From an optimization exercise on the open Yosys and OpenROAD flow, aimed at small area; shortcuts taken in it are not production practice.
Function was checked by simulation only, so behaviour that the tests miss may differ from the original.
Power figures rest on the tool's default switching activity, not on a simulated workload.

==> flow/config.mk <==
export PLATFORM = sky130hd
export DESIGN_NAME = fpga_top
export DESIGN_NICKNAME = fpga_top
export VERILOG_FILES = /design/flow/design.v
export SDC_FILE = /design/flow/constraint.sdc
export NUM_CORES = 4
export LEC_CHECK = 0
export CAP_MARGIN = 20
export CORE_MARGIN = 2
export CORE_UTILIZATION = 40
export SLEW_MARGIN = 20
==> flow/constraint.sdc <==
create_clock -name core_clock -period 6.0 [get_ports {clk}]
set_input_delay 1.2000 -clock core_clock [delete_from_list [all_inputs] [get_ports {clk}]]
set_output_delay 1.2000 -clock core_clock [all_outputs]
set_load 0.01 [all_outputs]
==> flow/design.v <==
module beacon_chars(k, j, hi, cy, lo, first, nfeed, wrap_n);
  input [6:0] k;
  wire [6:0] k;
  input [4:0] j;
  wire [4:0] j;
  input [4:0] hi;
  wire [4:0] hi;
  input cy;
  wire cy;
  input [12:0] lo;
  wire [12:0] lo;
  input first;
  wire first;
  output nfeed;
  wire nfeed;
  output wrap_n;
  wire wrap_n;
  wire _000_;
  wire _001_;
  wire _002_;
  wire _003_;
  wire _004_;
  wire _005_;
  wire _006_;
  wire _007_;
  wire _008_;
  wire _009_;
  wire _010_;
  wire _011_;
  wire _012_;
  wire _013_;
  wire _014_;
  wire _015_;
  wire _016_;
  wire _017_;
  wire _018_;
  wire _019_;
  wire _020_;
  wire _021_;
  wire _022_;
  wire _023_;
  wire _024_;
  wire _025_;
  wire _026_;
  wire _027_;
  wire _028_;
  wire _029_;
  wire _030_;
  wire _031_;
  wire _032_;
  wire _033_;
  wire _034_;
  wire _035_;
  wire _036_;
  wire _037_;
  wire _038_;
  wire _039_;
  wire _040_;
  wire _041_;
  wire _042_;
  wire _043_;
  wire _044_;
  wire _045_;
  wire _046_;
  wire _047_;
  wire _048_;
  wire _049_;
  wire _050_;
  wire _051_;
  wire _052_;
  wire _053_;
  wire _054_;
  wire _055_;
  wire _056_;
  wire _057_;
  wire _058_;
  wire _059_;
  wire _060_;
  wire _061_;
  wire _062_;
  wire _063_;
  wire _064_;
  wire _065_;
  wire _066_;
  wire _067_;
  wire _068_;
  wire _069_;
  wire _070_;
  wire _071_;
  wire _072_;
  wire _073_;
  wire _074_;
  wire _075_;
  wire _076_;
  wire _077_;
  wire _078_;
  wire _079_;
  wire _080_;
  wire _081_;
  wire _082_;
  wire _083_;
  wire _084_;
  wire _085_;
  wire _086_;
  wire _087_;
  wire _088_;
  wire _089_;
  wire _090_;
  wire _091_;
  wire _092_;
  wire _093_;
  wire _094_;
  wire _095_;
  wire _096_;
  wire _097_;
  wire _098_;
  wire _099_;
  wire _100_;
  wire _101_;
  wire _102_;
  wire _103_;
  wire _104_;
  wire _105_;
  wire _106_;
  wire _107_;
  wire _108_;
  wire _109_;
  wire _110_;
  wire _111_;
  wire _112_;
  wire _113_;
  wire _114_;
  wire _115_;
  wire _116_;
  wire _117_;
  wire _118_;
  wire _119_;
  wire _120_;
  wire _121_;
  wire _122_;
  wire _123_;
  wire _124_;
  wire _125_;
  wire _126_;
  wire _127_;
  wire _128_;
  wire _129_;
  wire _130_;
  wire _131_;
  wire _132_;
  wire _133_;
  wire _134_;
  wire _135_;
  wire _136_;
  wire _137_;
  wire _138_;
  wire _139_;
  wire _140_;
  wire _141_;
  wire _142_;
  wire _143_;
  wire _144_;
  wire _145_;
  wire _146_;
  wire _147_;
  wire _148_;
  wire _149_;
  wire _150_;
  wire _151_;
  wire _152_;
  wire _153_;
  wire _154_;
  wire _155_;
  wire _156_;
  wire _157_;
  wire _158_;
  wire _159_;
  wire _160_;
  wire _161_;
  wire _162_;
  wire _163_;
  wire _164_;
  wire _165_;
  wire _166_;
  wire _167_;
  wire _168_;
  wire _169_;
  wire _170_;
  wire _171_;
  wire _172_;
  wire _173_;
  wire _174_;
  wire _175_;
  wire _176_;
  wire _177_;
  wire _178_;
  wire _179_;
  wire _180_;
  wire _181_;
  wire _182_;
  wire _183_;
  wire _184_;
  wire _185_;
  wire _186_;
  wire _187_;
  wire _188_;
  wire _189_;
  wire _190_;
  wire _191_;
  wire _192_;
  wire _193_;
  wire _194_;
  wire _195_;
  wire _196_;
  wire _197_;
  wire _198_;
  wire _199_;
  wire _200_;
  wire _201_;
  wire _202_;
  wire _203_;
  wire _204_;
  wire _205_;
  wire _206_;
  wire _207_;
  wire _208_;
  wire _209_;
  wire _210_;
  wire _211_;
  wire _212_;
  wire _213_;
  wire _214_;
  wire _215_;
  wire _216_;
  wire _217_;
  wire _218_;
  wire _219_;
  wire _220_;
  wire _221_;
  wire _222_;
  wire _223_;
  wire _224_;
  wire _225_;
  wire _226_;
  wire _227_;
  wire _228_;
  wire _229_;
  wire _230_;
  wire _231_;
  wire _232_;
  wire _233_;
  wire _234_;
  wire _235_;
  wire _236_;
  wire _237_;
  wire _238_;
  wire _239_;
  wire _240_;
  wire _241_;
  wire _242_;
  wire _243_;
  wire _244_;
  wire _245_;
  wire _246_;
  wire _247_;
  wire _248_;
  wire _249_;
  wire _250_;
  wire _251_;
  wire _252_;
  wire _253_;
  wire _254_;
  wire _255_;
  wire _256_;
  wire _257_;
  wire _258_;
  wire _259_;
  wire _260_;
  wire _261_;
  wire _262_;
  wire _263_;
  wire _264_;
  wire _265_;
  wire _266_;
  wire _267_;
  wire _268_;
  wire _269_;
  wire _270_;
  wire _271_;
  wire _272_;
  wire _273_;
  wire _274_;
  wire _275_;
  wire _276_;
  wire _277_;
  wire _278_;
  wire _279_;
  wire _280_;
  wire _281_;
  wire _282_;
  wire _283_;
  wire _284_;
  wire _285_;
  wire _286_;
  wire _287_;
  wire _288_;
  wire _289_;
  wire _290_;
  wire _291_;
  wire _292_;
  wire _293_;
  wire _294_;
  wire _295_;
  wire _296_;
  wire _297_;
  wire _298_;
  wire _299_;
  wire _300_;
  wire _301_;
  wire _302_;
  wire _303_;
  wire _304_;
  wire _305_;
  wire _306_;
  wire _307_;
  wire _308_;
  wire _309_;
  assign _245_ = 4'h8 >> { cy, hi[0] };
  assign _246_ = 4'h1 >> { cy, hi[0] };
  assign _247_ = 4'h1 >> { _246_, _245_ };
  assign _248_ = 4'h1 >> { k[3], k[4] };
  assign _249_ = 4'h4 >> { k[5], k[1] };
  assign _250_ = 4'h1 >> { k[0], k[2] };
  assign _251_ = 4'h8 >> { _250_, _249_ };
  assign _252_ = 4'h8 >> { _251_, _248_ };
  assign _253_ = 4'h4 >> { k[5], k[0] };
  assign _254_ = 4'h2 >> { k[5], k[1] };
  assign _255_ = 4'h1 >> { _254_, k[2] };
  assign _256_ = 4'h1 >> { _255_, _253_ };
  assign _257_ = 4'h2 >> { k[3], k[4] };
  assign _258_ = 4'h8 >> { _257_, k[2] };
  assign _259_ = 4'h2 >> { k[5], k[2] };
  assign _260_ = 4'h4 >> { _259_, k[0] };
  assign _261_ = 4'h1 >> { k[0], k[1] };
  assign _262_ = 4'h8 >> { k[0], k[1] };
  assign _263_ = 4'h1 >> { _262_, _261_ };
  assign _264_ = 4'h1 >> { k[1], k[2] };
  assign _265_ = 4'h2 >> { _264_, _257_ };
  assign _266_ = 4'h4 >> { _265_, _263_ };
  assign _267_ = 4'h1 >> { _266_, _260_ };
  assign _268_ = 4'h2 >> { _267_, k[1] };
  assign _269_ = 4'h1 >> { _268_, _258_ };
  assign _270_ = 4'h1 >> { _269_, _256_ };
  assign _271_ = 4'h1 >> { _270_, k[6] };
  assign _272_ = 4'h2 >> { _250_, k[5] };
  assign _273_ = 4'h2 >> { _272_, k[4] };
  assign _274_ = 4'h1 >> { k[5], k[2] };
  assign _275_ = 4'h4 >> { _274_, k[0] };
  assign _276_ = 4'h2 >> { _264_, k[3] };
  assign _277_ = 4'h4 >> { _276_, _275_ };
  assign _278_ = 4'h8 >> { _277_, _273_ };
  assign _279_ = 4'h2 >> { _278_, _271_ };
  assign _280_ = 4'h4 >> { _279_, _252_ };
  assign _281_ = 4'h1 >> { k[5], k[3] };
  assign _282_ = 4'h8 >> { k[1], k[2] };
  assign _283_ = 4'h1 >> { _282_, _264_ };
  assign _284_ = 4'h2 >> { _283_, k[0] };
  assign _285_ = 4'h2 >> { _284_, _281_ };
  assign _286_ = 4'h1 >> { k[5], k[1] };
  assign _287_ = 4'h4 >> { _248_, k[2] };
  assign _288_ = 4'h4 >> { _287_, _286_ };
  assign _289_ = 4'h1 >> { _288_, _263_ };
  assign _290_ = 4'h8 >> { _289_, _285_ };
  assign _291_ = 4'h1 >> { k[5], k[0] };
  assign _292_ = 4'h8 >> { _291_, _258_ };
  assign _293_ = 4'h2 >> { _292_, k[6] };
  assign _294_ = 4'h4 >> { _293_, _290_ };
  assign _295_ = 4'h1 >> { _294_, _280_ };
  assign _296_ = 4'h8 >> { _295_, _247_ };
  assign _297_ = 4'h1 >> { _296_, j[1] };
  assign _298_ = 4'h2 >> { k[0], k[1] };
  assign _299_ = 4'h8 >> { k[0], k[3] };
  assign _300_ = 4'h8 >> { _299_, k[2] };
  assign _301_ = 4'h1 >> { _300_, _298_ };
  assign _302_ = 4'h1 >> k[5:4];
  assign _303_ = 4'h4 >> { _302_, _301_ };
  assign _304_ = 4'h1 >> { _303_, _285_ };
  assign _305_ = 4'h2 >> { _304_, k[6] };
  assign _306_ = 4'h2 >> { k[2], k[4] };
  assign _307_ = 4'h2 >> { _306_, k[5] };
  assign _308_ = 4'h8 >> { _307_, _263_ };
  assign _309_ = 4'h4 >> { k[2], k[4] };
  assign _000_ = 4'h4 >> { _309_, k[3] };
  assign _001_ = 4'h8 >> { k[3], k[4] };
  assign _002_ = 4'h1 >> { _001_, _000_ };
  assign _003_ = 4'h2 >> { _002_, _308_ };
  assign _004_ = 4'h1 >> { _003_, k[6] };
  assign _005_ = 4'h2 >> { k[1], k[3] };
  assign _006_ = 4'h4 >> { k[1], k[3] };
  assign _007_ = 4'h1 >> { _006_, _005_ };
  assign _008_ = 4'h2 >> { _007_, k[0] };
  assign _009_ = 4'h8 >> { _008_, _307_ };
  assign _010_ = 4'h2 >> { _009_, _004_ };
  assign _011_ = 4'h4 >> { k[3], k[4] };
  assign _012_ = 4'h8 >> { _011_, _256_ };
  assign _013_ = 4'h8 >> { _309_, k[5] };
  assign _014_ = 4'h1 >> { _013_, _273_ };
  assign _015_ = 4'h1 >> { _014_, k[3] };
  assign _016_ = 4'h1 >> { _015_, _012_ };
  assign _017_ = 4'h8 >> { _016_, _010_ };
  assign _018_ = 4'h8 >> { _011_, _283_ };
  assign _019_ = 4'h1 >> { _018_, k[5] };
  assign _020_ = 4'h8 >> { _019_, _011_ };
  assign _021_ = 4'h2 >> { _262_, k[3] };
  assign _022_ = 4'h2 >> { _021_, _274_ };
  assign _023_ = 4'h1 >> { _022_, _261_ };
  assign _024_ = 4'h4 >> { _257_, k[2] };
  assign _025_ = 4'h4 >> { _024_, _286_ };
  assign _026_ = 4'h4 >> { _025_, _023_ };
  assign _027_ = 4'h1 >> { _026_, _000_ };
  assign _028_ = 4'h4 >> { _027_, _020_ };
  assign _029_ = 4'h8 >> { _028_, _304_ };
  assign _030_ = 4'h8 >> { _029_, _017_ };
  assign _031_ = 4'h1 >> { _030_, _305_ };
  assign _032_ = 4'h8 >> { _031_, k[4] };
  assign _033_ = 4'h1 >> { _032_, _281_ };
  assign _034_ = 4'h2 >> { _033_, _264_ };
  assign _035_ = 4'h4 >> { _308_, k[3] };
  assign _036_ = 4'h2 >> { _249_, k[2] };
  assign _037_ = 4'h1 >> { _036_, _251_ };
  assign _038_ = 4'h2 >> { _037_, _011_ };
  assign _039_ = 4'h1 >> { _038_, _035_ };
  assign _040_ = 4'h4 >> { _039_, _034_ };
  assign _041_ = 4'h2 >> { _287_, k[5] };
  assign _042_ = 4'h4 >> { _286_, k[4] };
  assign _043_ = 4'h1 >> { _042_, _041_ };
  assign _044_ = 4'h4 >> { _043_, _040_ };
  assign _045_ = 4'h1 >> { _044_, _268_ };
  assign _046_ = 4'h8 >> { _259_, k[6] };
  assign _047_ = 4'h4 >> { _046_, _045_ };
  assign _048_ = 4'h1 >> { _047_, _279_ };
  assign _049_ = 4'h4 >> { _263_, k[3] };
  assign _050_ = 4'h8 >> { k[0], k[4] };
  assign _051_ = 4'h2 >> { _298_, k[3] };
  assign _052_ = 4'h4 >> { _051_, _050_ };
  assign _053_ = 4'h1 >> { _052_, _049_ };
  assign _054_ = 4'h1 >> { k[0], k[4] };
  assign _055_ = 4'h2 >> { _011_, k[1] };
  assign _056_ = 4'h4 >> { _055_, _054_ };
  assign _057_ = 4'h1 >> { _056_, _301_ };
  assign _058_ = 4'h8 >> { _057_, _053_ };
  assign _059_ = 4'h2 >> { k[1], k[2] };
  assign _060_ = 4'h2 >> { _059_, k[4] };
  assign _061_ = 4'h4 >> { _060_, _249_ };
  assign _062_ = 4'h8 >> { _061_, _049_ };
  assign _063_ = 4'h1 >> { _287_, _255_ };
  assign _064_ = 4'h1 >> { _063_, _263_ };
  assign _065_ = 4'h2 >> { _248_, k[5] };
  assign _066_ = 4'h1 >> { _309_, k[5] };
  assign _067_ = 4'h1 >> { _066_, k[1] };
  assign _068_ = 4'h4 >> { _067_, _065_ };
  assign _069_ = 4'h1 >> { _068_, _064_ };
  assign _070_ = 4'h4 >> { _069_, _062_ };
  assign _071_ = 4'h4 >> { _070_, _058_ };
  assign _072_ = 4'h4 >> { _071_, _048_ };
  assign _073_ = 4'h2 >> { _246_, hi[1] };
  assign _074_ = 4'h1 >> { _245_, hi[1] };
  assign _075_ = 4'h1 >> { _074_, _073_ };
  assign _076_ = 4'h8 >> { _001_, _274_ };
  assign _077_ = 4'h1 >> { _076_, _288_ };
  assign _078_ = 4'h1 >> { _077_, _263_ };
  assign _079_ = 4'h1 >> { k[0], k[3] };
  assign _080_ = 4'h1 >> { _079_, _300_ };
  assign _081_ = 4'h2 >> { _001_, _286_ };
  assign _082_ = 4'h8 >> { _081_, _080_ };
  assign _083_ = 4'h1 >> { _082_, _078_ };
  assign _084_ = 4'h2 >> { _083_, k[6] };
  assign _085_ = 4'h2 >> { _084_, _075_ };
  assign _086_ = 4'h4 >> { _085_, _072_ };
  assign _087_ = 4'h1 >> { _079_, _299_ };
  assign _088_ = 4'h2 >> { _309_, k[1] };
  assign _089_ = 4'h4 >> { _088_, _087_ };
  assign _090_ = 4'h8 >> { _261_, k[2] };
  assign _091_ = 4'h4 >> { _090_, _257_ };
  assign _092_ = 4'h1 >> { _091_, _089_ };
  assign _093_ = 4'h2 >> { _092_, k[5] };
  assign _094_ = 4'h2 >> { _093_, _045_ };
  assign _095_ = 4'h1 >> { _094_, k[6] };
  assign _096_ = 4'h8 >> { _054_, _274_ };
  assign _097_ = 4'h4 >> { _096_, _031_ };
  assign _098_ = 4'h1 >> { _299_, _250_ };
  assign _099_ = 4'h1 >> { _098_, k[1] };
  assign _100_ = 4'h1 >> { _099_, _056_ };
  assign _101_ = 4'h2 >> { _100_, k[6] };
  assign _102_ = 4'h2 >> { _080_, _254_ };
  assign _103_ = 4'h8 >> { _102_, _101_ };
  assign _104_ = 4'h2 >> { k[3], k[6] };
  assign _105_ = 4'h1 >> { _104_, _023_ };
  assign _106_ = 4'h2 >> { _105_, _082_ };
  assign _107_ = 4'h1 >> { _075_, _247_ };
  assign _108_ = 4'h2 >> { _077_, _264_ };
  assign _109_ = 4'h2 >> { _108_, _107_ };
  assign _110_ = 4'h4 >> { _109_, _106_ };
  assign _111_ = 4'h4 >> { _110_, _103_ };
  assign _112_ = 4'h4 >> { _111_, _097_ };
  assign _113_ = 4'h4 >> { _112_, _095_ };
  assign _114_ = 4'h1 >> { _113_, _086_ };
  assign _115_ = 4'h2 >> { _114_, _297_ };
  assign _116_ = 4'h1 >> { _104_, k[2] };
  assign _117_ = 4'h1 >> { _116_, _309_ };
  assign _118_ = 4'h2 >> { _117_, _263_ };
  assign _119_ = 4'h1 >> { _060_, k[6] };
  assign _120_ = 4'h1 >> { _119_, _266_ };
  assign _121_ = 4'h8 >> { _120_, _019_ };
  assign _122_ = 4'h4 >> { _121_, _118_ };
  assign _123_ = 4'h4 >> { _264_, k[3] };
  assign _124_ = 4'h1 >> { _123_, _271_ };
  assign _125_ = 4'h2 >> { _031_, _291_ };
  assign _126_ = 4'h1 >> { _125_, _124_ };
  assign _127_ = 4'h8 >> { _126_, _040_ };
  assign _128_ = 4'h1 >> { _127_, _122_ };
  assign _129_ = 4'h2 >> { _128_, _107_ };
  assign _130_ = 4'h8 >> { _041_, k[6] };
  assign _131_ = 4'h2 >> { _130_, _075_ };
  assign _132_ = 4'h4 >> { _131_, _305_ };
  assign _133_ = 4'h4 >> { _132_, _017_ };
  assign _134_ = 4'h1 >> { _133_, _297_ };
  assign _135_ = 4'h4 >> { _134_, _129_ };
  assign _136_ = 4'h1 >> { _135_, j[0] };
  assign _137_ = 4'h4 >> { _136_, _115_ };
  assign _138_ = 4'h2 >> { _044_, _016_ };
  assign _139_ = 4'h2 >> { _138_, _122_ };
  assign _140_ = 4'h2 >> { _130_, _107_ };
  assign _141_ = 4'h8 >> { _012_, _249_ };
  assign _142_ = 4'h2 >> { _263_, k[4] };
  assign _143_ = 4'h8 >> { _142_, _007_ };
  assign _144_ = 4'h2 >> { _259_, _256_ };
  assign _145_ = 4'h8 >> { _144_, _143_ };
  assign _146_ = 4'h1 >> { _145_, k[6] };
  assign _147_ = 4'h4 >> { _146_, _141_ };
  assign _148_ = 4'h4 >> { _147_, _044_ };
  assign _149_ = 4'h2 >> { _148_, _140_ };
  assign _150_ = 4'h4 >> { _149_, _139_ };
  assign _151_ = 4'h4 >> { _075_, _031_ };
  assign _152_ = 4'h4 >> { _151_, _295_ };
  assign _153_ = 4'h2 >> { _152_, j[1] };
  assign _154_ = 4'h4 >> { _153_, _150_ };
  assign _155_ = 4'h1 >> { _101_, _010_ };
  assign _156_ = 4'h2 >> { _155_, _028_ };
  assign _157_ = 4'h2 >> { _156_, _132_ };
  assign _158_ = 4'h8 >> { _008_, _309_ };
  assign _159_ = 4'h1 >> { _158_, _143_ };
  assign _160_ = 4'h1 >> { _159_, k[5] };
  assign _161_ = 4'h8 >> { _054_, k[5] };
  assign _162_ = 4'h1 >> { _013_, _258_ };
  assign _163_ = 4'h4 >> { _162_, _161_ };
  assign _164_ = 4'h1 >> { _163_, k[1] };
  assign _165_ = 4'h1 >> { _054_, _249_ };
  assign _166_ = 4'h1 >> { _165_, k[3] };
  assign _167_ = 4'h2 >> { _006_, k[4] };
  assign _168_ = 4'h2 >> { _167_, _255_ };
  assign _169_ = 4'h4 >> { _168_, _166_ };
  assign _170_ = 4'h2 >> { _169_, _004_ };
  assign _171_ = 4'h4 >> { _170_, _164_ };
  assign _172_ = 4'h4 >> { _171_, _160_ };
  assign _173_ = 4'h8 >> { _053_, k[2] };
  assign _174_ = 4'h1 >> { _023_, k[4] };
  assign _175_ = 4'h1 >> { _174_, _173_ };
  assign _176_ = 4'h1 >> { _175_, _147_ };
  assign _177_ = 4'h2 >> { _176_, _140_ };
  assign _178_ = 4'h4 >> { _177_, _172_ };
  assign _179_ = 4'h1 >> { _178_, _157_ };
  assign _180_ = 4'h8 >> { _179_, _297_ };
  assign _181_ = 4'h2 >> { _180_, j[0] };
  assign _182_ = 4'h4 >> { _181_, _154_ };
  assign _183_ = 4'h1 >> { _182_, j[2] };
  assign _184_ = 4'h4 >> { _183_, _137_ };
  assign _185_ = 4'h8 >> { hi[1], hi[2] };
  assign _186_ = 4'h8 >> { _185_, _245_ };
  assign _187_ = 4'h1 >> { _073_, hi[2] };
  assign _188_ = 4'h1 >> { _187_, _186_ };
  assign _189_ = 4'h8 >> { _123_, _096_ };
  assign _190_ = 4'h8 >> k[5:4];
  assign _191_ = 4'h4 >> { _190_, _123_ };
  assign _192_ = 4'h1 >> { _191_, _189_ };
  assign _193_ = 4'h8 >> { _192_, _147_ };
  assign _194_ = 4'h1 >> { _193_, j[1] };
  assign _195_ = 4'h4 >> { _107_, j[0] };
  assign _196_ = 4'h4 >> { _195_, _194_ };
  assign _197_ = 4'h1 >> { _107_, j[1] };
  assign _198_ = 4'h2 >> { _197_, j[2] };
  assign _199_ = 4'h4 >> { _198_, _196_ };
  assign _200_ = 4'h1 >> { _199_, _188_ };
  assign _201_ = 4'h4 >> { _200_, _184_ };
  assign _202_ = 4'h8 >> lo[1:0];
  assign _203_ = 4'h8 >> { lo[3], lo[4] };
  assign _204_ = 4'h8 >> { _203_, lo[2] };
  assign _205_ = 4'h8 >> { _204_, _202_ };
  assign _206_ = 4'h1 >> { lo[5], lo[7] };
  assign _207_ = 4'h4 >> { _206_, _205_ };
  assign _208_ = 4'h1 >> lo[7:6];
  assign _209_ = 4'h2 >> { _208_, lo[8] };
  assign _210_ = 4'h4 >> { _209_, _207_ };
  assign _211_ = 4'h1 >> { lo[9], lo[10] };
  assign _212_ = 4'h4 >> { _211_, _210_ };
  assign _213_ = 4'h8 >> lo[12:11];
  assign _214_ = 4'h4 >> { _213_, _212_ };
  assign _215_ = 4'h1 >> { first, hi[2] };
  assign _216_ = 4'h8 >> { _215_, hi[1] };
  assign _217_ = 4'h8 >> { _216_, _247_ };
  assign _218_ = 4'h4 >> { _217_, _214_ };
  assign _219_ = 4'h2 >> { _186_, hi[3] };
  assign _220_ = 4'h4 >> { _219_, _218_ };
  assign _221_ = 4'h8 >> { j[2], j[0] };
  assign _222_ = 4'h8 >> { _221_, j[1] };
  assign _223_ = 4'h8 >> { _221_, _188_ };
  assign _224_ = 4'h2 >> { _223_, j[3] };
  assign _225_ = 4'h1 >> { _224_, _222_ };
  assign _226_ = 4'h1 >> { _186_, hi[4] };
  assign _227_ = 4'h1 >> { _226_, hi[3] };
  assign _228_ = 4'h2 >> hi[4:3];
  assign _229_ = 4'h1 >> { _228_, j[4] };
  assign _230_ = 4'h4 >> { _229_, _227_ };
  assign _231_ = 4'h4 >> { _230_, _225_ };
  assign _232_ = 4'h4 >> { _231_, _220_ };
  assign nfeed = 4'h4 >> { _232_, _201_ };
  assign _233_ = 4'h1 >> { _202_, lo[2] };
  assign _234_ = 4'h2 >> { _233_, _203_ };
  assign _235_ = 4'h4 >> { _208_, lo[5] };
  assign _236_ = 4'h4 >> { _235_, _234_ };
  assign _237_ = 4'h2 >> { _236_, lo[8] };
  assign _238_ = 4'h1 >> { _237_, lo[9] };
  assign _239_ = 4'h2 >> { _238_, lo[10] };
  assign _240_ = 4'h1 >> { lo[11], hi[2] };
  assign _241_ = 4'h4 >> { _240_, lo[12] };
  assign _242_ = 4'h4 >> { _241_, _245_ };
  assign _243_ = 4'h4 >> { _242_, _239_ };
  assign _244_ = 4'h8 >> { _228_, _188_ };
  assign wrap_n = 4'h4 >> { _244_, _243_ };
endmodule
module beacon_engine (
    input  clk,
    input  rst_n,
    output nfeed,      
    output reg ld,     
    output reg hold,   
    output reg en      
);
reg  [8:0] w;               
reg  [4:0] j;               
reg  [12:0] lo;
reg  [4:0] hi;
reg        cy;
reg        first;           
reg        sw;              
reg        adv;             
reg        wrap;            
wire last = (w == 9'd1);
wire tk = ld;               
wire wrap_n;
reg  [17:0] op;
always @(*) begin
  if (sw) op = 18'd390;
  else if (adv) op = wrap ? 18'h2_028D : 18'h3_892E;
  else if (tk) op = 18'h3_692E;
  else op = 18'd0;
end
wire [13:0] c;
wire [12:0] lo_n;
assign c[0] = 1'b0;
genvar i;
generate for (i = 0; i < 13; i = i + 1) begin : g_add
  assign lo_n[i] = lo[i] ^ op[i] ^ c[i];
  assign c[i+1] = (lo[i] & op[i]) | (c[i] & (lo[i] ^ op[i]));
end endgenerate
wire [5:0] ch_;
wire [4:0] hi_n;
assign ch_[0] = cy;
generate for (i = 0; i < 5; i = i + 1) begin : g_add_hi
  assign hi_n[i] = hi[i] ^ op[13+i] ^ ch_[i];
  assign ch_[i+1] = (hi[i] & op[13+i]) | (ch_[i] & (hi[i] ^ op[13+i]));
end endgenerate
always @(posedge clk or negedge rst_n)
  if (!rst_n) begin
    w <= 9'd151; j <= 5'd25; lo <= 13'h0B3D; hi <= 5'h1B; cy <= 1'b0;
    first <= 1'b1; en <= 1'b0; sw <= 1'b0; adv <= 1'b0; wrap <= 1'b0;
    ld <= 1'b0; hold <= 1'b1;
  end else begin
    if (tk) begin
      w <= (j == 5'd25) ? 9'd379 : 9'd433;
      j <= (j == 5'd25) ? 5'd7 : j + 5'd1;
    end else
      w <= w - 9'd1;
    lo <= lo_n;
    hi <= hi_n;
    cy <= c[13];
    if (w == 9'd100) sw <= 1'b1;
    else if (last) sw <= 1'b0;
    adv <= last & (j == 5'd16);
    wrap <= wrap_n;
    if (adv && wrap) first <= 1'b0;
    if (tk) en <= 1'b1;
    ld <= last;
    hold <= ~last;
  end
beacon_chars u_chars (.k(w[6:0]), .j(j), .hi(hi), .cy(cy), .lo(lo), .first(first),
    .nfeed(nfeed), .wrap_n(wrap_n));
endmodule
module fpga_top (
output tx_R19,
output tx_T11,
output tx_T10,
output tx_T12,
output tx_U12,
output tx_U13,
output tx_V13,
output tx_V12,
output tx_W13,
output tx_T14,
output tx_T15,
output tx_P14,
output tx_R14,
output tx_Y16,
output tx_Y17,
output tx_W14,
output tx_Y14,
output tx_T16,
output tx_U17,
output tx_V15,
output tx_W15,
output tx_U14,
output tx_U15,
output tx_U18,
output tx_U19,
output tx_P19,
output tx_N20,
output tx_P20,
output tx_T20,
output tx_U20,
output tx_V20,
output tx_W20,
output tx_Y18,
output tx_Y19,
output tx_V16,
output tx_W16,
output tx_R16,
output tx_R17,
output tx_T17,
output tx_R18,
output tx_V17,
output tx_V18,
output tx_W18,
output tx_W19,
output tx_N17,
output tx_P18,
output tx_P15,
output tx_P16,
output tx_T19,
output tx_G14,
output tx_C20,
output tx_B20,
output tx_B19,
output tx_A20,
output tx_E17,
output tx_D18,
output tx_D19,
output tx_D20,
output tx_E18,
output tx_E19,
output tx_F16,
output tx_F17,
output tx_M19,
output tx_M20,
output tx_M17,
output tx_M18,
output tx_L19,
output tx_L20,
output tx_K19,
output tx_J19,
output tx_L16,
output tx_L17,
output tx_K17,
output tx_K18,
output tx_H16,
output tx_H17,
output tx_J18,
output tx_H18,
output tx_F19,
output tx_F20,
output tx_G17,
output tx_G18,
output tx_J20,
output tx_H20,
output tx_G19,
output tx_G20,
output tx_H15,
output tx_G15,
output tx_K14,
output tx_J14,
output tx_N15,
output tx_N16,
output tx_L14,
output tx_L15,
output tx_M14,
output tx_M15,
output tx_K16,
output tx_J16,
output tx_J15,
input clk,
input rst_n );
wire nfeed, ld, hold, en;
beacon_engine u_eng (.clk(clk), .rst_n(rst_n), .nfeed(nfeed), .ld(ld), .hold(hold), .en(en));
reg [99:1] sh;
reg [99:1] p;
always @(posedge clk) sh <= {sh[98:1], nfeed};
always @(posedge clk) p <= (sh & {99{ld}}) | (p & {99{hold}});
assign tx_R19 = ~(p[1] & en);
assign tx_T11 = ~(p[2] & en);
assign tx_T10 = ~(p[3] & en);
assign tx_T12 = ~(p[4] & en);
assign tx_U12 = ~(p[5] & en);
assign tx_U13 = ~(p[6] & en);
assign tx_V13 = ~(p[7] & en);
assign tx_V12 = ~(p[8] & en);
assign tx_W13 = ~(p[9] & en);
assign tx_T14 = ~(p[10] & en);
assign tx_T15 = ~(p[11] & en);
assign tx_P14 = ~(p[12] & en);
assign tx_R14 = ~(p[13] & en);
assign tx_Y16 = ~(p[14] & en);
assign tx_Y17 = ~(p[15] & en);
assign tx_W14 = ~(p[16] & en);
assign tx_Y14 = ~(p[17] & en);
assign tx_T16 = ~(p[18] & en);
assign tx_U17 = ~(p[19] & en);
assign tx_V15 = ~(p[20] & en);
assign tx_W15 = ~(p[21] & en);
assign tx_U14 = ~(p[22] & en);
assign tx_U15 = ~(p[23] & en);
assign tx_U18 = ~(p[24] & en);
assign tx_U19 = ~(p[25] & en);
assign tx_P19 = ~(p[26] & en);
assign tx_N20 = ~(p[27] & en);
assign tx_P20 = ~(p[28] & en);
assign tx_T20 = ~(p[29] & en);
assign tx_U20 = ~(p[30] & en);
assign tx_V20 = ~(p[31] & en);
assign tx_W20 = ~(p[32] & en);
assign tx_Y18 = ~(p[33] & en);
assign tx_Y19 = ~(p[34] & en);
assign tx_V16 = ~(p[35] & en);
assign tx_W16 = ~(p[36] & en);
assign tx_R16 = ~(p[37] & en);
assign tx_R17 = ~(p[38] & en);
assign tx_T17 = ~(p[39] & en);
assign tx_R18 = ~(p[40] & en);
assign tx_V17 = ~(p[41] & en);
assign tx_V18 = ~(p[42] & en);
assign tx_W18 = ~(p[43] & en);
assign tx_W19 = ~(p[44] & en);
assign tx_N17 = ~(p[45] & en);
assign tx_P18 = ~(p[46] & en);
assign tx_P15 = ~(p[47] & en);
assign tx_P16 = ~(p[48] & en);
assign tx_T19 = ~(p[49] & en);
assign tx_G14 = ~(p[50] & en);
assign tx_C20 = ~(p[51] & en);
assign tx_B20 = ~(p[52] & en);
assign tx_B19 = ~(p[53] & en);
assign tx_A20 = ~(p[54] & en);
assign tx_E17 = ~(p[55] & en);
assign tx_D18 = ~(p[56] & en);
assign tx_D19 = ~(p[57] & en);
assign tx_D20 = ~(p[58] & en);
assign tx_E18 = ~(p[59] & en);
assign tx_E19 = ~(p[60] & en);
assign tx_F16 = ~(p[61] & en);
assign tx_F17 = ~(p[62] & en);
assign tx_M19 = ~(p[63] & en);
assign tx_M20 = ~(p[64] & en);
assign tx_M17 = ~(p[65] & en);
assign tx_M18 = ~(p[66] & en);
assign tx_L19 = ~(p[67] & en);
assign tx_L20 = ~(p[68] & en);
assign tx_K19 = ~(p[69] & en);
assign tx_J19 = ~(p[70] & en);
assign tx_L16 = ~(p[71] & en);
assign tx_L17 = ~(p[72] & en);
assign tx_K17 = ~(p[73] & en);
assign tx_K18 = ~(p[74] & en);
assign tx_H16 = ~(p[75] & en);
assign tx_H17 = ~(p[76] & en);
assign tx_J18 = ~(p[77] & en);
assign tx_H18 = ~(p[78] & en);
assign tx_F19 = ~(p[79] & en);
assign tx_F20 = ~(p[80] & en);
assign tx_G17 = ~(p[81] & en);
assign tx_G18 = ~(p[82] & en);
assign tx_J20 = ~(p[83] & en);
assign tx_H20 = ~(p[84] & en);
assign tx_G19 = ~(p[85] & en);
assign tx_G20 = ~(p[86] & en);
assign tx_H15 = ~(p[87] & en);
assign tx_G15 = ~(p[88] & en);
assign tx_K14 = ~(p[89] & en);
assign tx_J14 = ~(p[90] & en);
assign tx_N15 = ~(p[91] & en);
assign tx_N16 = ~(p[92] & en);
assign tx_L14 = ~(p[93] & en);
assign tx_L15 = ~(p[94] & en);
assign tx_M14 = ~(p[95] & en);
assign tx_M15 = ~(p[96] & en);
assign tx_K16 = ~(p[97] & en);
assign tx_J16 = ~(p[98] & en);
assign tx_J15 = ~(p[99] & en);
endmodule
==> flow/flow/run.sh <==
#!/bin/bash
# Standard ORFS layout with small port buffers and a small clock tree.
set -o pipefail
bash standard.sh \
  ABC_AREA=1 CORE_UTILIZATION=65 PLACE_DENSITY=0.75 \
  BUFFER_PORTS_ARGS="-buffer_cell sky130_fd_sc_hd__buf_1" \
  CTS_ARGS="-sink_clustering_enable -repair_clock_nets -dont_use_dummy_load -sink_clustering_size 10 -sink_clustering_max_diameter 40 -buf_list {sky130_fd_sc_hd__clkbuf_4}" \
  finish > flow.log 2>&1
==> flow/standard.sh <==
#!/bin/bash
# synth_recipe.tcl (not shown) runs the flow's synth.tcl, then flattens the netlist and writes it again
# the make line also repeats each setting of config.mk as NAME=value (left out here)
make -C /OpenROAD-flow-scripts/flow DESIGN_CONFIG=/design/flow/config.mk WORK_HOME=/design/flow/orfs CLKGATE_MAP_FILE= SYNTH_SCRIPT=/design/flow/synth_recipe.tcl "${@:-finish}"
==> flow_metrics.py, run 1 <==
metrics = {
    "worst_setup_path": {
        "ff2ff_path_depth": 20,
        "worst_path_most_repeated_cell": "fa_1",
        "worstSetupEndpointType": "register",
        "critPathKind": "reg2reg",
        "path_depth": 20,
        "path_cells": "clkinv_1 -> nand2_1 -> a21oi_1 -> fa_1 -> fa_1 -> fa_1 -> inv_1 -> ha_1 -> inv_1 -> fa_1 -> inv_1 -> ha_1 -> inv_1 -> fa_1 -> fa_1 -> inv_1 -> fa_1 -> ha_1 -> fa_1 -> ha_1",
        "required_ns": 6.49,
        "slowest_delay_ns": 0.49,
        "start_kind": "register",
        "cp_slowest_cell": "fa_1",
        "crit_buf_inv": 6,
        "cpLargestDelayFamily": "adder cells",
        "cp_data_arrival_time_ns": 5.55,
        "cp_max_fo": 10,
    },
    "timing": {
        "grt_setup_unrepaired": "false",
        "setup_tns_ns": 0,
        "finalCriticalPeriod_ns": 5.061,
        "whs_ns": 0.3269,
        "hold_viol_final": 0,
        "worstMarginPinSlew_ns": 1.110,
        "finalCritPeriodShare_pct": 84.35,
        "setup_viol": 0,
        "finClkSkew_ns": 0.05351,
        "relSlewSlack_pct": 26.02,
        "slew_violations": 0,
        "fmax_ghz": 0.1976,
    },
    "logic_synthesis": {
        "ys_seq_area_share_pct": 58.88,
        "async_reset_ff_share_pct": 16.81,
        "synth_edf_count": 0,
        "synth.distinct_cells": 46,
        "ys.flop_type": "dfxtp_1",
        "syn_area_um2": 8479,
        "netlist_instances": 850,
        "yosysWarnings": 2,
        "ys_ff_latch": 238,
        "syn-num-nets": 884,
        "avgSynthCellArea_um2": 9.976,
    },
    "status": {
        "outcome": "timing/DRC/antenna clean",
    },
    "global_route": {
        "grt_usage_pct": 25.95,
        "grt_pass1_wl_um": 29960,
        "grt_antenna_before_repair": 0,
        "grt_max_degree": 111,
        "grt_pass1_vias": 6020,
        "grt-ovfl-total": 0,
    },
    "place": {
        "place_congestion": 0.9464,
        "port_buffers": 100,
        "placed_area_um2": 8910,
        "dpl.hpwl_um": 12180,
    },
    "detailed_routing": {
        "wl_met2_um": 8585,
        "first_pass_iters": 5,
        "m1WireLength_um": 7972,
        "wl_per_cell_um": 16.26,
        "top_layer_used": "met4",
        "via_count": 6260,
        "drc_errors": 0,
        "ant_nets": 0,
        "avgViaCountPerCell": 5.629,
        "drt_iter0_markers": 473,
        "drt_wl_total_um": 18080,
        "wl_met3_um": 1048,
    },
    "min_path": {
        "hold_depth": 0,
        "hold_class": "reg2reg",
    },
    "clock_tree": {
        "htree_num_levels": 1,
        "root_buffer": "clkbuf_4",
        "clk_pin_slew_ns": 0.10,
        "cts_max_path_buffers": 3,
        "cts_tree": "yes",
        "clock_sinks": 238,
        "insertion_delay_ns": 0.61,
        "numCtsBuffers": 29,
        "post_cts_buffers": 0,
        "cts_resized": 0,
        "hold_buffers": 0,
    },
    "die": {
        "fp.dieW_um": 118.2,
        "core-area_um2": 12670,
        "rows": 41,
        "io_pins": 101,
        "die_area_um2": 13970,
        "initial_utilization_pct": 66.92,
        "die_h_um": 118.2,
    },
    "layout": {
        "area_delta_synth_final_pct": 7.968,
        "diodes": 0,
        "final_common_cell": "dfxtp_1",
        "final_cell_mix": "dfxtp_1 (198), nand2_1 (178), a22o_1 (100)",
        "final_area_um2": 9155,
        "fin_nets": 976,
        "drive_above_1_share_pct": 8.404,
        "utilization_pct": 72.25,
    },
    "job": {
        "cap_viol_max_count": 0,
    },
    "power": {
        "vdd_drop_max_v": 0.0001744,
        "p_leak_uw": 0.003797,
        "power_uw": 2272,
        "powerDensity_nw_per_um2": 248.2,
    },
}
kinds of logic after synthesis:
family / count (synthesis) / share of synthesized area (%)
AND/OR/NAND/NOR: 280 / 13.72
buffers and inverters: 120 / 5.666
XOR/XNOR: 3 / 0.3099
adder cells (fa/ha/maj): 32 / 5.784
flip-flops: 238 / 58.88
AO/OA/AOI/OAI: 177 / 15.64
cell type report:
class,instances,area (µm²)
Sequential cell,238,5001
Fill cell,914,3516
Multi-Input combinational cell,492,3007
Timing Repair Buffer,103,419.2
Inverter,78,295.3
Clock buffer,29,217.7
Tap cell,172,215.2
sequential cells by signal, indices dropped and copies added, names as in the netlist, 5 cells and up:
name,cells
p,99
sh,99
u_eng.hi,5
u_eng.j,5
u_eng.lo,13
u_eng.w,9
worst paths after layout:
| path | from | endpoint | slack (ns) |
|---|---|---|---|
| max | u_eng.ld | u_eng.lo[12] | 0.94 |
| min | sh[10] | sh[11] | 0.33 |
| max reg2reg | u_eng.ld | u_eng.lo[12] | 0.94 |
| min reg2reg | sh[10] | sh[11] | 0.33 |
| max in group asynchronous | rst_n | u_eng.w[2] | 4.92 |
| min in group asynchronous | rst_n | u_eng.lo[7] | 0.50 |
power by group:
part / switching (µW) / internal [µW]
logic: 5.26 / 2.04
clock network: 460 / 222
registers: 0 / 1580
total: 465 / 1810
cells in the mapped netlist, types with 3 or more instances:
cell type / count / area (µm²)
inv_1: 71 / 266.5
ha_1: 20 / 250.2
nand3_1: 19 / 95.09
nor2_1: 50 / 187.7
a21oi_1: 20 / 100.1
nand4_1: 5 / 31.28
dfxtp_1: 198 / 3964
a31oi_1: 6 / 37.54
o221ai_1: 3 / 26.28
nor3_1: 10 / 50.05
buf_6: 3 / 33.78
inv_2: 4 / 15.01
o211ai_1: 3 / 22.52
buf_2: 4 / 20.02
clkbuf_1: 34 / 127.6
fa_1: 12 / 240.2
dfstp_2: 22 / 578.1
o21ai_0: 27 / 135.1
nand2_2: 7 / 43.79
or2_2: 4 / 25.02
nand2_1: 178 / 668.1
a22o_1: 100 / 875.8
dfrtp_1: 18 / 450.4
o21ai_1: 6 / 30.03
metrics by stage:
step,setup WS [ns],std cells
finish,0.9391,1112
global placement,1.191,1082
detailed placement,0.9311,1082
CTS,0.9288,1111
floorplan,1.435,850
global route,0.6744,1112
per-layer routing:
metal,up-vias,track usage (%)
li1,3019,-
met1,2983,36.39
met2,220,41.62
met3,38,4.054
met4,0,8.283
met5,-,0
==> run 2, diff against run 1 <==
==> flow/flow/run.sh (replaced) <==
#!/bin/bash
# Standard ORFS layout with small port buffers and a small clock tree.
set -o pipefail
bash standard.sh \
  ABC_AREA=1 CORE_UTILIZATION=65 PLACE_DENSITY=0.75 \
  BUFFER_PORTS_ARGS="-buffer_cell sky130_fd_sc_hd__buf_1" \
  CTS_ARGS="-sink_clustering_enable -repair_clock_nets -dont_use_dummy_load -sink_clustering_size 12 -sink_clustering_max_diameter 35 -buf_list {sky130_fd_sc_hd__clkbuf_4}" \
  finish > flow.log 2>&1
==> run 2 against run 1 <==
First-iteration DRC count rose by 14%. Flip-flop and latch count stayed put. Die area unchanged. Synthesized cell count is the same. Critical endpoint unchanged. Fmax up 0.97%. Area after synthesis stayed put. Still clean on timing, DRC and antenna. Highest routed layer unchanged. Via count increased by 0.11%. Core utilization shrank 0.22 points. Global-route usage is essentially flat. Critical path depth is the same.
==> flow_metrics.py, run 2 <==
metrics = {
    "status": {
        "outcome": "timing/DRC/antenna clean",
    },
    "power": {
        "vdd_drop_max_v": 0.0001593,
        "internal_power_uw": 1805,
        "p_sw_uw": 454.0,
        "swShare_pct": 20.09,
        "seqPwrFrac_pct": 70.1,
        "p_comb_share_pct": 0.2,
        "p_leak_uw": 0.003784,
        "powerDensity_nw_per_um2": 247.5,
        "clkPwrFrac_pct": 29.7,
    },
    "timing": {
        "grt_setup_unrepaired": "false",
        "setup_tns_ns": 0,
        "worstMarginPinSlew_ns": 1.128,
        "finClkSkew_ns": 0.08097,
        "fmax_ghz": 0.1995,
        "finalCriticalPeriod_ns": 5.012,
        "fin_ws_ns": 0.9880,
        "finalCritPeriodShare_pct": 83.53,
        "setup_viol": 0,
        "hold_viol_final": 0,
        "relSlewSlack_pct": 24.78,
        "slew_violations": 0,
    },
    "die": {
        "die_area_um2": 13970,
        "fp.dieW_um": 118.2,
        "initial_utilization_pct": 66.92,
        "rows": 41,
        "io_pins": 101,
        "die_h_um": 118.2,
        "core-area_um2": 12670,
    },
    "worst_setup_path": {
        "worst_path_most_repeated_cell": "fa_1",
        "ff2ff_path_depth": 20,
        "r2r-end": "u_eng.lo[12]",
        "start_kind": "register",
        "worstSetupEndpointType": "register",
        "cpLargestDelayFamily": "adder cells",
        "path_cells": "clkinv_1 -> nand2_1 -> a21oi_1 -> fa_1 -> fa_1 -> fa_1 -> inv_1 -> ha_1 -> inv_1 -> fa_1 -> inv_1 -> ha_1 -> inv_1 -> fa_1 -> fa_1 -> inv_1 -> fa_1 -> ha_1 -> fa_1 -> ha_1",
        "crit_buf_inv": 6,
        "cp_slowest_cell": "fa_1",
        "required_ns": 6.47,
        "cp_data_arrival_time_ns": 5.48,
        "r2r-start": "u_eng.ld",
        "critPathKind": "reg2reg",
        "cp_max_fo": 10,
        "path_depth": 20,
        "r2r_slack_ns": 0.99,
        "slowest_delay_ns": 0.49,
    },
    "logic_synthesis": {
        "netlist_instances": 850,
        "ys_ff_latch": 238,
        "yosys.area.top_type": "dfxtp_1",
        "syn_area_um2": 8479,
        "synth_most_common_cell": "dfxtp_1",
        "synth.distinct_cells": 46,
        "async_reset_ff_share_pct": 16.81,
        "syn-num-nets": 884,
        "yosys-top-cells-area": "dfxtp_1 (47%), a22o_1 (10%), nand2_1 (7.9%)",
        "synth_top_area_share_pct": 46.75,
        "ys.flop_type": "dfxtp_1",
        "yosysWarnings": 2,
        "avgSynthCellArea_um2": 9.976,
        "ys_seq_area_share_pct": 58.88,
        "netlist_top_cells_count": "dfxtp_1 (198), nand2_1 (178), a22o_1 (100)",
        "synth_edf_count": 0,
    },
    "layout": {
        "final_common_cell": "dfxtp_1",
        "diodes": 0,
        "final_cells": 1111,
        "final_cell_mix": "dfxtp_1 (198), nand2_1 (178), a22o_1 (100)",
        "area_delta_synth_final_pct": 7.643,
        "largestRegisters": "p x99, sh x99, u_eng.lo x13",
        "drive_above_1_share_pct": 8.307,
        "utilization_pct": 72.04,
        "fin_nets": 975,
        "final_area_um2": 9128,
    },
    "detailed_routing": {
        "drt_iter0_markers": 539,
        "first_pass_iters": 5,
        "wl_per_cell_um": 16.11,
        "drc_errors": 0,
        "via_count": 6267,
        "drt_wl_total_um": 17900,
        "ant_nets": 0,
        "avgViaCountPerCell": 5.641,
    },
    "min_path": {
        "hold_start": "sh[1]",
        "hold_class": "reg2reg",
        "min_to": "sh[2]",
        "hold_depth": 0,
    },
    "clock_tree": {
        "clock_sinks": 238,
        "numCtsBuffers": 29,
        "cts_tree": "yes",
        "root_buffer": "clkbuf_4",
        "insertion_delay_ns": 0.64,
        "post_cts_buffers": 0,
        "cts_max_path_buffers": 3,
        "clk_pin_slew_ns": 0.11,
        "htree_num_levels": 1,
        "hold_buffers": 0,
        "cts_resized": 0,
    },
    "place": {
        "dpl.hpwl_um": 12180,
        "port_buffers": 100,
        "post-place-cells": 1082,
        "place_congestion": 0.9464,
        "dp_slack_ns": 0.9311,
        "placed_area_um2": 8910,
    },
    "global_route": {
        "grt_usage_pct": 25.97,
        "grt_pass1_vias": 6064,
        "grt_pass1_wl_um": 29990,
        "grt-ovfl-total": 0,
        "grt_max_degree": 111,
        "grt_antenna_before_repair": 0,
    },
    "job": {
        "cap_viol_max_count": 0,
    },
}
## run 2: changes by cell type in the layout (fill, tap and decap cells not counted), sizes merged
cell and change:
buf -1
## run 2: power by group through the flow
stage,clock [µW],combinational [µW],sequential (µW)
2_1_floorplan,0,0.00154,1620
3_3_place_gp,0,5.30,1620
3_5_place_dp,0,5.47,1620
4_1_cts,690,5.48,1580
5_1_grt,757,6.26,1580
6_report,671,5.07,1580
## run 2: cell type report
cell class / count / area (µm²)
flip-flops and latches: 238 / 5001
fillers: 932 / 3543
multi-input cells: 492 / 3007
repair buffers: 102 / 391.6
inverters: 78 / 295.3
clock buffers: 29 / 217.7
well taps: 172 / 215.2
## run 2: worst register-to-register path: cells and delay by family, from the launching register on
family / cells / cell delay [ns]
adder cells (fa/ha/maj): 12 / 3.57
buffers and inverters: 6 / 0.60
flip-flops: 1 / 0.41
AND/OR/NAND/NOR: 1 / 0.20
AO/OA/AOI/OAI: 1 / 0.15
## run 2: how the worst max path moves through the flow
stage	start	to	slack (ns)
after floorplan	u_eng.sw	u_eng.lo[12]	1.43
after global placement	u_eng.ld	u_eng.lo[12]	1.19
after detailed placement	u_eng.ld	u_eng.lo[12]	0.93
after CTS	u_eng.ld	u_eng.lo[12]	0.97
after global routing	u_eng.ld	u_eng.lo[12]	0.76
final	u_eng.ld	u_eng.lo[12]	0.99
## run 2: kinds of logic (layout without fill, tap and decap cells)
logic type      Yosys count  in the layout  share of synthesized area [%]
simple gates            280            280                          13.72
flops                   238            238                          58.88
fa+ha+maj                32             32                          5.784
compound gates          177            177                          15.64
buf+inv                 120            209                          5.666
xor+xnor                  3              3                         0.3099
## run 2: layer usage
layer	vias to the layer above	part of all wire [%]	track usage, %	wire length (µm)
li1	3022	-	-	-
met1	2965	43	36.35	7763
met2	245	48	42.09	8533
met3	35	6.6	3.813	1189
met4	0	2.3	7.907	409
met5	-	0	0	0
## run 2: per-stage QoR
step                      hold WS [ns]  total power (µW)
after floorplan                 0.3319              1619
after global placement          0.3339              1624
after detailed placement        0.3368              1624
after CTS                       0.2849              2279
after global routing            0.2826              2348
final                           0.2887              2260

==> static timing again, ports no longer ideal <==
Ports are ideal in the flow. The routed layouts listed here were re-timed in OpenROAD. Step 1 (the two cells are an assumption about what drives the block):
set clk [get_ports {clk}]
set_driving_cell -lib_cell sky130_fd_sc_hd__clkbuf_16 $clk
set_driving_cell -lib_cell sky130_fd_sc_hd__buf_2 [delete_from_list [all_inputs] $clk]
Step 2 adds t to the input delays and takes it off the output delays; t is the mean of the earliest and latest rising clock arrival at the registers after step 1. Input paths then give back, and output paths get back, about the clock's delay inside the block. a / b / c = no drivers / after step 1 / after step 2; a / b = the first two.
run | t (ns) | slack for setup (ns) | slew at the worst register clock pin (ns)
run 1 | 0.629 | 0.939 / 0.939 / 0.939 | 0.11 / 0.11
run 2 | 0.627 | 0.988 / 0.988 / 0.988 | 0.12 / 0.12
After both steps every run listed still meets setup and hold.
